Background: an optimization exercise with open tools, aiming at small area and few clock cycles. Do not read the settings as production practice.
In this exercise RTL edits were held to simulation tests only and were not proved equivalent to the original.
No activity file was given, so power comes from the tool's default toggle rates.

==> inputs of job 4297 <==
==> flow/design.v <==
`timescale 10 ns / 10 ns
module Apply (
		input wire [29:0] f,
		input wire [29:0] g,
		input wire [1:0]  typeIn,
		input wire valid,
		output wire simpleCaseHit,
		output wire [29:0] simpleCaseResult,
		output wire validOut,
		output wire [29:0] fn,
		output wire [29:0] fnv,
		output wire [29:0] gn,
		output wire [29:0] gnv,
		output wire quantifyOut,
		output wire [29:0] outF,
		output wire [29:0] outG,
		output wire [1:0] outType,
		output wire [9:0] topOut,
		input wire insertValueIntoSimpleCache,
		input wire [17:0] simpleCacheIndex,
		input wire [1:0] simpleCacheValue,
		input wire [15:0] avs_config_address,
		input wire avs_config_write,
		input wire [31:0] avs_config_writedata,
		input wire avs_config_read,
		output wire [31:0] avs_config_readdata,
		output wire avs_config_readdatavalid,
		output wire avs_config_waitrequest,
		output reg [127:0] aso_var_request_data,
		input wire aso_var_request_ready,
		output reg aso_var_request_valid,
		output reg [127:0] aso_node_request_data,
		input wire aso_node_request_ready,
		output reg aso_node_request_valid,
		output reg [127:0] aso_cache_request_data,
		input wire aso_cache_request_ready,
		output reg aso_cache_request_valid,
		input wire [95:0] asi_result_data,
		input wire [1:0] asi_result_channel,
		input wire asi_result_valid,
		input wire [15:0] asi_var_data,
		input wire asi_var_valid,
		input wire clk,
		input wire reset
	);
assign avs_config_waitrequest = 1'b0;
reg [9:0]  cubeLastVar;
reg [31:0] quantify [0:1];
reg [9:0]  nextVar [0:63];
reg [1:0]  simpleCache [0:63];
wire cfgNext  = |avs_config_address[15:8];
wire cfgQuant = !cfgNext & avs_config_address[7];
wire cfgCube  = (avs_config_address == 16'd5);
always @(posedge clk)
begin
	if(avs_config_write & cfgNext)
		nextVar[avs_config_address[5:0]] <= avs_config_writedata[9:0];
	if(avs_config_write & cfgQuant)
		quantify[avs_config_address[0]] <= avs_config_writedata;
	if(avs_config_write & cfgCube)
		cubeLastVar <= avs_config_writedata[9:0];
	if(insertValueIntoSimpleCache)
		simpleCache[simpleCacheIndex[5:0]] <= simpleCacheValue;
end
reg readValid;
reg readNext, readQuant;
reg [5:0] readIndex;
always @(posedge clk)
begin
	readValid <= avs_config_read & (cfgNext | cfgQuant | cfgCube);
	if(avs_config_read)
	begin
		readNext <= cfgNext;
		readQuant <= cfgQuant;
		readIndex <= avs_config_address[5:0];
	end
	if(reset)
		readValid <= 1'b0;
end
reg busy;               
reg hitNoVar;           
reg [29:0] F, G;        
reg [1:0]  T;           
reg [9:0]  fVar, gVar;
reg varFIssued, varGIssued, varFDone, varGDone;
reg nodeFIssued, nodeGIssued, nodeFDone, nodeGDone;
reg cacheIssued, cacheDone, cacheHit;
reg [29:0] cacheResult;
reg [59:0] nodeF, nodeG;   
reg [1:0] skipNode;      
wire fConst = &f[29:1];
wire gConst = &g[29:1];
wire fZero = fConst & f[0];
wire fOne  = fConst & ~f[0];
wire gZero = gConst & g[0];
wire gOne  = gConst & ~g[0];
wire sameNode = (f[29:1] == g[29:1]);
wire fEqG = sameNode & (f[0] == g[0]);
wire fNegG = sameNode & (f[0] != g[0]);
wire fBigger = (f > g);
reg inHit;
reg [29:0] inResult;
reg [29:0] inF, inG;
reg [1:0] inT;
always @*
begin
	inHit = 1'b0;
	inResult = f;
	case(typeIn)
		2'd0: begin
			inHit = fZero | gZero | fNegG | fEqG | gOne | fOne;
			if(fZero | gZero | fNegG)
				inResult = 30'h3fffffff;
			else if(fEqG | gOne)
				inResult = f;
			else
				inResult = g;
		end
		2'd1, 2'd3: begin
			inHit = fConst;
			inResult = f;
		end
		default: begin  
			inHit = fZero | gZero | fNegG | (fOne & gOne);
			inResult = (fOne & gOne) ? 30'h3ffffffe : 30'h3fffffff;
		end
	endcase
	inT = typeIn;
	inF = f;
	inG = g;
	if(typeIn == 2'd2 & (fOne | fEqG))
	begin
		inT = 2'd1;
		inF = g;
		inG = 30'h3fffffff;
	end
	else if(typeIn == 2'd2 & gOne)
	begin
		inT = 2'd1;
		inG = 30'h3fffffff;
	end
	else if(!typeIn[0] & fBigger)  
	begin
		inF = g;
		inG = f;
	end
end
wire start = valid & !inHit;
wire needG = !T[0];     
wire varsDone = varFDone & (varGDone | !needG);
wire [9:0] gVarEff = needG ? gVar : 10'h3ff;
wire fVarLeq = (fVar <= gVarEff);
wire [9:0] top = fVarLeq ? fVar : gVarEff;
wire fetchF = fVarLeq;
wire fetchG = (gVarEff <= fVar);
wire topBigger = (top > cubeLastVar);
wire varHit = (T == 2'd1) & topBigger;
wire [1:0] T3 = (T == 2'd2 & topBigger) ? 2'd0 : T;
wire [31:0] quantWord = quantify[busy ? top[5] : readIndex[0]];
wire [5:0] nextIndex = busy ? top[5:0] : readIndex;
wire [9:0] nextTop = nextVar[nextIndex];
wire q = (T3[0] ^ T3[1]) & quantWord[top[4:0]];
wire [17:0] hash = (F[17:0] + G[17:0] + {16'b0, T3}) ^ {17'b0, q};
wire [1:0] simpleHash = {^F, 1'b0} + {1'b0, ^G} + T3 + {1'b0, q};
wire simpleMatch = (simpleCache[hash[5:0]] == simpleHash);
wire hashKnown = T[0] == T[1] ? 1'b1 : varsDone;  
wire cacheResolved = hashKnown & (!simpleMatch | cacheDone);
wire doneVarHit = busy & varsDone & varHit;
wire doneCacheHit = busy & varsDone & !varHit & cacheDone & cacheHit;
wire doneNodes = busy & varsDone & !varHit & cacheResolved & !(cacheDone & cacheHit) &
	(!fetchF | nodeFDone) & (!fetchG | nodeGDone);
wire finish = doneVarHit | doneCacheHit | doneNodes;
always @*
begin
	aso_var_request_data = 128'b0;
	aso_var_request_data[2:0] = 3'b010;
	aso_var_request_data[31:3] = valid ? inF[29:1] : (varFIssued ? G[29:1] : F[29:1]);
	aso_var_request_valid = start | (busy & (!varFIssued | (needG & !varGIssued)));
	aso_node_request_data = 128'b0;
	aso_node_request_data[2:0] = 3'b001;
	aso_node_request_data[31:3] = valid ? inF[29:1] : (nodeFIssued ? G[29:1] : F[29:1]);
	aso_node_request_valid = start | (busy & (!nodeFIssued | (!nodeGIssued & (needG | (varsDone & fetchG)))));
	aso_cache_request_data = 128'b0;
	aso_cache_request_data[2:0] = 3'b011;
	aso_cache_request_data[20:3] = hash;
	aso_cache_request_valid = busy & hashKnown & !(varsDone & varHit) & simpleMatch & !cacheIssued;
end
wire varAccept = aso_var_request_valid & aso_var_request_ready;
wire nodeAccept = aso_node_request_valid & aso_node_request_ready;
wire cacheAccept = aso_cache_request_valid & aso_cache_request_ready;
wire varAnswer = asi_var_valid;
wire nodeAnswer = asi_result_valid & (asi_result_channel == 2'b01);
wire cacheAnswer = asi_result_valid & (asi_result_channel == 2'b10);
wire varTake = varAnswer;
wire cacheTake = cacheAnswer;
wire nodeTake = nodeAnswer & (skipNode == 2'd0);
wire nodeDrop = nodeAnswer & (skipNode != 2'd0);
wire [1:0] nodeOwed = {1'b0, nodeFIssued} + {1'b0, nodeGIssued} + {1'b0, nodeAccept}
	- {1'b0, nodeFDone} - {1'b0, nodeGDone} - {1'b0, nodeTake};
wire cacheEntryHit = (asi_result_data[29:0] == F) & (asi_result_data[61:32] == G) &
	(asi_result_data[95:94] == T3) & (asi_result_data[30] == q);
always @(posedge clk)
begin
	hitNoVar <= valid & inHit;
	skipNode <= skipNode - {1'b0, nodeDrop} + (finish ? nodeOwed : 2'd0);
	if(valid)
	begin
		busy <= !inHit;
		F <= inHit ? inResult : inF;
		G <= inG;
		T <= inT;
		varFIssued <= varAccept;
		nodeFIssued <= nodeAccept;
		varGIssued <= 1'b0;
		nodeGIssued <= 1'b0;
		varFDone <= 1'b0;
		varGDone <= 1'b0;
		nodeFDone <= 1'b0;
		nodeGDone <= 1'b0;
		cacheIssued <= 1'b0;
		cacheDone <= 1'b0;
	end
	else
	begin
		if(finish)
			busy <= 1'b0;
		if(varAccept)
		begin
			varFIssued <= 1'b1;
			if(varFIssued)
				varGIssued <= 1'b1;
		end
		if(nodeAccept)
		begin
			nodeFIssued <= 1'b1;
			if(nodeFIssued)
				nodeGIssued <= 1'b1;
		end
		if(cacheAccept)
			cacheIssued <= 1'b1;
		if(varTake)
		begin
			if(!varFDone)
			begin
				varFDone <= 1'b1;
				fVar <= asi_var_data[9:0];
			end
			else
			begin
				varGDone <= 1'b1;
				gVar <= asi_var_data[9:0];
			end
		end
		if(nodeTake)
		begin
			if(!nodeFDone)
			begin
				nodeFDone <= 1'b1;
				nodeF <= {asi_result_data[61:32], asi_result_data[29:0]};
			end
			else
			begin
				nodeGDone <= 1'b1;
				nodeG <= {asi_result_data[61:32], asi_result_data[29:0]};
			end
		end
		if(cacheTake)
		begin
			cacheDone <= 1'b1;
			cacheHit <= cacheEntryHit;
			cacheResult <= asi_result_data[93:64];
		end
	end
	if(reset)
	begin
		busy <= 1'b0;
		hitNoVar <= 1'b0;
		skipNode <= 2'd0;
	end
end
assign validOut = hitNoVar | finish;
assign simpleCaseHit = hitNoVar | doneVarHit | doneCacheHit;
assign simpleCaseResult = doneCacheHit ? cacheResult : F;
assign fn  = fetchF ? {nodeF[59:31], nodeF[30] ^ F[0]} : F;
assign fnv = fetchF ? {nodeF[29:1], nodeF[0] ^ F[0]} : F;
assign gn  = fetchG ? {nodeG[59:31], nodeG[30] ^ G[0]} : G;
assign gnv = fetchG ? {nodeG[29:1], nodeG[0] ^ G[0]} : G;
assign quantifyOut = q;
assign outF = F;
assign outG = G;
assign outType = T3;
assign topOut = (T == 2'd3) ? nextTop : top;
assign avs_config_readdata = readNext ? {22'b0, nextTop} : (readQuant ? quantWord : {22'b0, cubeLastVar});
assign avs_config_readdatavalid = readValid;
endmodule
==> flow/run.sh <==
#!/bin/bash
# synth_recipe.tcl (not shown) runs the flow's synth.tcl, then flattens the netlist and writes it again
# the make line also repeats each setting of config.mk as NAME=value (left out here)
make -C /OpenROAD-flow-scripts/flow DESIGN_CONFIG=/design/flow/config.mk WORK_HOME=/design/flow/orfs CLKGATE_MAP_FILE= SYNTH_SCRIPT=/design/flow/synth_recipe.tcl finish
==> flow/config.mk <==
export PLATFORM = sky130hd
export DESIGN_NAME = Apply
export DESIGN_NICKNAME = Apply
export VERILOG_FILES = /design/flow/design.v
export SDC_FILE = /design/flow/constraint.sdc
export NUM_CORES = 4
export LEC_CHECK = 0
export CAP_MARGIN = 20
export CORE_MARGIN = 2
export CORE_UTILIZATION = 40
export PLACE_DENSITY = 0.6
export SLEW_MARGIN = 20
==> flow/constraint.sdc <==
create_clock -name core_clock -period 10.0 [get_ports {clk}]
set_input_delay 2.0000 -clock core_clock [delete_from_list [all_inputs] [get_ports {clk}]]
set_output_delay 2.0000 -clock core_clock [all_outputs]
set_load 0.01 [all_outputs]
==> job 7914 (differences from job 4297) <==
==> flow/design.v, changed modules only <==
module Apply (
		input wire [29:0] f,
		input wire [29:0] g,
		input wire [1:0]  typeIn,
		input wire valid,
		output wire simpleCaseHit,
		output wire [29:0] simpleCaseResult,
		output wire validOut,
		output wire [29:0] fn,
		output wire [29:0] fnv,
		output wire [29:0] gn,
		output wire [29:0] gnv,
		output wire quantifyOut,
		output wire [29:0] outF,
		output wire [29:0] outG,
		output wire [1:0] outType,
		output wire [9:0] topOut,
		input wire insertValueIntoSimpleCache,
		input wire [17:0] simpleCacheIndex,
		input wire [1:0] simpleCacheValue,
		input wire [15:0] avs_config_address,
		input wire avs_config_write,
		input wire [31:0] avs_config_writedata,
		input wire avs_config_read,
		output wire [31:0] avs_config_readdata,
		output wire avs_config_readdatavalid,
		output wire avs_config_waitrequest,
		output reg [127:0] aso_var_request_data,
		input wire aso_var_request_ready,
		output reg aso_var_request_valid,
		output reg [127:0] aso_node_request_data,
		input wire aso_node_request_ready,
		output reg aso_node_request_valid,
		output reg [127:0] aso_cache_request_data,
		input wire aso_cache_request_ready,
		output reg aso_cache_request_valid,
		input wire [95:0] asi_result_data,
		input wire [1:0] asi_result_channel,
		input wire asi_result_valid,
		input wire [15:0] asi_var_data,
		input wire asi_var_valid,
		input wire clk,
		input wire reset
	);
assign avs_config_waitrequest = 1'b0;
reg [9:0]  cubeLastVar;
reg [31:0] quantify [0:1];
reg [9:0]  nextVar [0:63];
reg [1:0]  simpleCache [0:63];
wire cfgNext  = |avs_config_address[15:8];
wire cfgQuant = !cfgNext & avs_config_address[7];
wire cfgCube  = (avs_config_address == 16'd5);
always @(posedge clk)
begin
	if(avs_config_write & cfgNext)
		nextVar[avs_config_address[5:0]] <= avs_config_writedata[9:0];
	if(avs_config_write & cfgQuant)
		quantify[avs_config_address[0]] <= avs_config_writedata;
	if(avs_config_write & cfgCube)
		cubeLastVar <= avs_config_writedata[9:0];
	if(insertValueIntoSimpleCache)
		simpleCache[simpleCacheIndex[5:0]] <= simpleCacheValue;
end
reg readValid;
reg readNext, readQuant;
reg [5:0] readIndex;
always @(posedge clk)
begin
	readValid <= avs_config_read & (cfgNext | cfgQuant | cfgCube);
	if(avs_config_read)
	begin
		readNext <= cfgNext;
		readQuant <= cfgQuant;
		readIndex <= avs_config_address[5:0];
	end
	if(reset)
		readValid <= 1'b0;
end
reg busy;               
reg hitNoVar;           
reg [29:0] F, G;        
reg [1:0]  T;           
reg pF, pG;             
reg [9:0]  fVar, gVar;
reg varFIssued, varGIssued, varFDone, varGDone;
reg nodeFIssued, nodeGIssued, nodeFDone;
reg cacheIssued, cacheMiss;
reg [59:0] nodeF;       
reg [1:0] skipVar, skipNode;   
wire fConst = &f[29:1];
wire gConst = &g[29:1];
wire fZero = fConst & f[0];
wire fOne  = fConst & ~f[0];
wire gZero = gConst & g[0];
wire gOne  = gConst & ~g[0];
wire sameNode = (f[29:1] == g[29:1]);
wire fEqG = sameNode & (f[0] == g[0]);
wire fNegG = sameNode & (f[0] != g[0]);
wire fBigger = (f > g);
wire fParity = ^f;
wire gParity = ^g;
reg inHit;
reg [29:0] inResult;
reg [29:0] inF, inG;
reg [1:0] inT;
reg inFFromG, inGFromF, inGZero;
always @*
begin
	inHit = 1'b0;
	inResult = f;
	case(typeIn)
		2'd0: begin
			inHit = fZero | gZero | fNegG | fEqG | gOne | fOne;
			if(fZero | gZero | fNegG)
				inResult = 30'h3fffffff;
			else if(fEqG | gOne)
				inResult = f;
			else
				inResult = g;
		end
		2'd1, 2'd3: begin
			inHit = fConst;
			inResult = f;
		end
		default: begin  
			inHit = fZero | gZero | fNegG | (fOne & gOne);
			inResult = (fOne & gOne) ? 30'h3ffffffe : 30'h3fffffff;
		end
	endcase
	inT = typeIn;
	inFFromG = 1'b0;
	inGFromF = 1'b0;
	inGZero = 1'b0;
	if(typeIn == 2'd2 & (fOne | fEqG))
	begin
		inT = 2'd1;
		inFFromG = 1'b1;
		inGZero = 1'b1;
	end
	else if(typeIn == 2'd2 & gOne)
	begin
		inT = 2'd1;
		inGZero = 1'b1;
	end
	else if(!typeIn[0] & fBigger)  
	begin
		inFFromG = 1'b1;
		inGFromF = 1'b1;
	end
	inF = inFFromG ? g : f;
	inG = inGZero ? 30'h3fffffff : (inGFromF ? f : g);
end
wire start = valid & !inHit;
wire inHashDirect = (typeIn[0] == typeIn[1]);
wire [17:0] inHash = f[17:0] + g[17:0] + {16'b0, typeIn};
wire inSwap = !typeIn[0] & fBigger;
wire inFParity = inFFromG ? gParity : fParity;
wire inGParity = inGZero ? 1'b0 : (inGFromF ? fParity : gParity);  
wire [1:0] inSimpleHash = {inSwap ? gParity : fParity, 1'b0} + {1'b0, inSwap ? fParity : gParity} + typeIn;
wire needG = !T[0];     
wire varsDone = varFDone & (varGDone | !needG);
wire [9:0] gVarEff = needG ? gVar : 10'h3ff;
wire fVarLeq = (fVar <= gVarEff);
wire [9:0] top = fVarLeq ? fVar : gVarEff;
wire fetchF = fVarLeq;
wire fetchG = (gVarEff <= fVar);
wire topBigger = (top > cubeLastVar);
wire varFNow = varTake & !varFDone;
wire varGNow = varTake & varFDone;
wire [9:0] fVarCur = varFNow ? asi_var_data[9:0] : fVar;
wire [9:0] gVarCur = needG ? (varGNow ? asi_var_data[9:0] : gVar) : 10'h3ff;
wire varsDoneCur = (varFDone | varFNow) & (varGDone | varGNow | !needG);
wire fetchFCur = (fVarCur <= gVarCur);
wire fetchGCur = (gVarCur <= fVarCur);
wire [9:0] topCur = fetchFCur ? fVarCur : gVarCur;
wire [1:0] T3 = (T == 2'd2 & topBigger) ? 2'd0 : T;
wire [31:0] quantWord = quantify[busy ? top[5] : readIndex[0]];
wire [5:0] nextIndex = busy ? topCur[5:0] : readIndex;
wire [9:0] nextTop = nextVar[nextIndex];
wire q = (T3[0] ^ T3[1]) & quantWord[top[4:0]];
wire [17:0] hash = (F[17:0] + G[17:0] + {16'b0, T3}) ^ {17'b0, q};
wire [1:0] simpleHash = {pF, 1'b0} + {1'b0, pG} + T3 + {1'b0, q};
wire [1:0] simpleCacheEntry = simpleCache[valid ? inHash[5:0] : hash[5:0]];
wire inSimpleMatch = (simpleCacheEntry == inSimpleHash);
wire simpleMatch = (simpleCacheEntry == simpleHash);
wire hashKnown = (T[0] == T[1]) | varsDone;  
reg simpleChecked, simpleMatched;
always @(posedge clk)
begin
	simpleChecked <= busy & hashKnown & !valid;
	simpleMatched <= simpleMatch;
end
wire varAnswer = asi_var_valid;
wire nodeAnswer = asi_result_valid & (asi_result_channel == 2'b01);
wire cacheAnswer = asi_result_valid & (asi_result_channel == 2'b10);
wire varTake = varAnswer & (skipVar == 2'd0);
wire varDrop = varAnswer & (skipVar != 2'd0);
wire nodeTake = nodeAnswer & (skipNode == 2'd0);
wire nodeDrop = nodeAnswer & (skipNode != 2'd0);
wire cacheTake = cacheAnswer;
wire nodeFNow = nodeTake & !nodeFDone;
wire nodeGNow = nodeTake & nodeFDone;
wire [59:0] nodeAnswerFields = {asi_result_data[61:32], asi_result_data[29:0]};
wire cacheEntryHit = (asi_result_data[29:0] == F) & (asi_result_data[61:32] == G) &
	(asi_result_data[95:94] == T3) & (asi_result_data[30] == q);
wire doneVarHit = busy & (T == 2'd1) & varTake & !varFDone & (asi_var_data[9:0] > cubeLastVar);
wire doneCacheHit = busy & cacheTake & cacheEntryHit;
wire cacheResolved = simpleChecked & (!simpleMatched | cacheMiss | (cacheTake & !cacheEntryHit));
wire doneNodes = busy & varsDoneCur & cacheResolved &
	(!fetchFCur | nodeFDone) & (!fetchGCur | nodeGNow);
wire finish = doneVarHit | doneCacheHit | doneNodes;
wire nodeGWanted = needG ? (varGIssued & (T[1] | cacheIssued | (simpleChecked & !simpleMatched)) & !(varsDone & !fetchG)) :
	(varsDone & fetchG);
always @*
begin
	aso_var_request_data = 128'b0;
	aso_var_request_data[2:0] = 3'b010;
	aso_var_request_data[31:3] = valid ? inF[29:1] : (varFIssued ? G[29:1] : F[29:1]);
	aso_var_request_valid = start | (busy & (!varFIssued | (needG & !varGIssued)));
	aso_node_request_data = 128'b0;
	aso_node_request_data[2:0] = 3'b001;
	aso_node_request_data[31:3] = valid ? inF[29:1] : (nodeFIssued ? G[29:1] : F[29:1]);
	aso_node_request_valid = start | (busy & (!nodeFIssued | (!nodeGIssued & nodeGWanted)));
	aso_cache_request_data = 128'b0;
	aso_cache_request_data[2:0] = 3'b011;
	aso_cache_request_data[20:3] = valid ? inHash : hash;
	aso_cache_request_valid = (start & inHashDirect & inSimpleMatch) |
		(busy & simpleChecked & simpleMatched & !cacheIssued & !(T == 2'd1 & topBigger));
end
wire varAccept = aso_var_request_valid & aso_var_request_ready;
wire nodeAccept = aso_node_request_valid & aso_node_request_ready;
wire cacheAccept = aso_cache_request_valid & aso_cache_request_ready;
wire [1:0] varOwed = {1'b0, varFIssued} + {1'b0, varGIssued} + {1'b0, varAccept}
	- {1'b0, varFDone} - {1'b0, varGDone} - {1'b0, varTake};
wire [1:0] nodeOwed = {1'b0, nodeFIssued & !nodeFDone & !nodeFNow} + {1'b0, nodeGIssued & !nodeGNow} + {1'b0, nodeAccept};
always @(posedge clk)
begin
	hitNoVar <= valid & inHit;
	skipVar <= skipVar - {1'b0, varDrop} + (finish ? varOwed : 2'd0);
	skipNode <= skipNode - {1'b0, nodeDrop} + (finish ? nodeOwed : 2'd0);
	if(valid)
	begin
		busy <= !inHit;
		F <= inHit ? inResult : inF;
		G <= inG;
		T <= inT;
		pF <= inFParity;
		pG <= inGParity;
		varFIssued <= varAccept;
		nodeFIssued <= nodeAccept;
		cacheIssued <= cacheAccept;
		varGIssued <= 1'b0;
		nodeGIssued <= 1'b0;
		varFDone <= 1'b0;
		varGDone <= 1'b0;
		nodeFDone <= 1'b0;
		cacheMiss <= 1'b0;
	end
	else
	begin
		if(finish)
			busy <= 1'b0;
		if(varAccept)
		begin
			varFIssued <= 1'b1;
			if(varFIssued)
				varGIssued <= 1'b1;
		end
		if(nodeAccept)
		begin
			nodeFIssued <= 1'b1;
			if(nodeFIssued)
				nodeGIssued <= 1'b1;
		end
		if(cacheAccept)
			cacheIssued <= 1'b1;
		if(varTake)
		begin
			if(!varFDone)
			begin
				varFDone <= 1'b1;
				fVar <= asi_var_data[9:0];
			end
			else
			begin
				varGDone <= 1'b1;
				gVar <= asi_var_data[9:0];
			end
		end
		if(nodeFNow)
		begin
			nodeFDone <= 1'b1;
			nodeF <= nodeAnswerFields;
		end
		if(nodeGNow & !finish)
			nodeGIssued <= 1'b0;
		if(cacheTake & !cacheEntryHit)
			cacheMiss <= 1'b1;
	end
	if(reset)
	begin
		busy <= 1'b0;
		hitNoVar <= 1'b0;
		skipVar <= 2'd0;
		skipNode <= 2'd0;
	end
end
assign validOut = hitNoVar | finish;
assign simpleCaseHit = hitNoVar | doneVarHit | doneCacheHit;
assign simpleCaseResult = doneCacheHit ? asi_result_data[93:64] : F;
assign fn  = fetchFCur ? {nodeF[59:31], nodeF[30] ^ F[0]} : F;
assign fnv = fetchFCur ? {nodeF[29:1], nodeF[0] ^ F[0]} : F;
assign gn  = fetchGCur ? {asi_result_data[61:33], asi_result_data[32] ^ G[0]} : G;
assign gnv = fetchGCur ? {asi_result_data[29:1], asi_result_data[0] ^ G[0]} : G;
assign quantifyOut = q;
assign outF = F;
assign outG = G;
assign outType = T3;
assign topOut = (T == 2'd3) ? nextTop : topCur;
assign avs_config_readdata = readNext ? {22'b0, nextTop} : (readQuant ? quantWord : {22'b0, cubeLastVar});
assign avs_config_readdatavalid = readValid;
endmodule
==> comparison <==
- Job 7914 produced a layout that fails on setup timing. Job 4297 finished but failed the layout checks on setup timing.
- Against job 4297, the utilization of job 7914 is higher by 1.7 points.
- Against job 7914, the register-to-register slack of job 4297 is worse by 0.84 ns.
- Against job 4297, the setup slack of job 7914 is higher by 0.15 ns.
- Against job 4297, the non-clock buffer count of job 7914 is higher by 148.
- Of job 4297 and job 7914, job 7914 has the higher fmax (gap 1.4%, measured against job 7914).
- Of job 4297 and job 7914, job 4297 has the higher critical path depth (gap 3).
- In job 7914 the clock power is lower than in job 4297, by about 0.9%.
- Of job 4297 and job 7914, job 4297 has the higher sequential power (gap 7.3%, measured against job 7914).
- Between job 4297 and job 7914, the lower combinational power is in job 4297 (gap about 26%, measured against job 7914).
- Of job 4297 and job 7914, job 4297 has the higher clock-buffer cell count (gap 21).
Testbench counts of job 4297, summed over its fixed seeds: cycles 33,378.
Testbench counts of job 7914, summed over its fixed seeds: cycles 31,167.

-- port drivers added, routing unchanged --
Ports are ideal in the flow. The routed layouts listed here were re-timed in OpenROAD. Step 1 assumes that a clkbuf_16 drives the clock port and a buf_2 every other input. Step 2 moves the port delays by t, midway between the first and last clock arrival at a register: inputs arrive t later, outputs are due t later. That takes back most of the time a late clock gives input paths. a / b / c = ideal / step 1 / step 2; a / b = the first two.
run | t, ns | setup WS [ns] | worst setup path after step 2 | latest minus earliest clock arrival (ns) | worst slew at a driven data input, ns
job 4297 | 0.801 | -0.326 / -0.398 / 0.404 | register to output | 0.085 / 0.085 | 0.22
job 7914 | 0.776 | -0.178 / -0.251 / 0.063 | input to output | 0.072 / 0.073 | 0.20
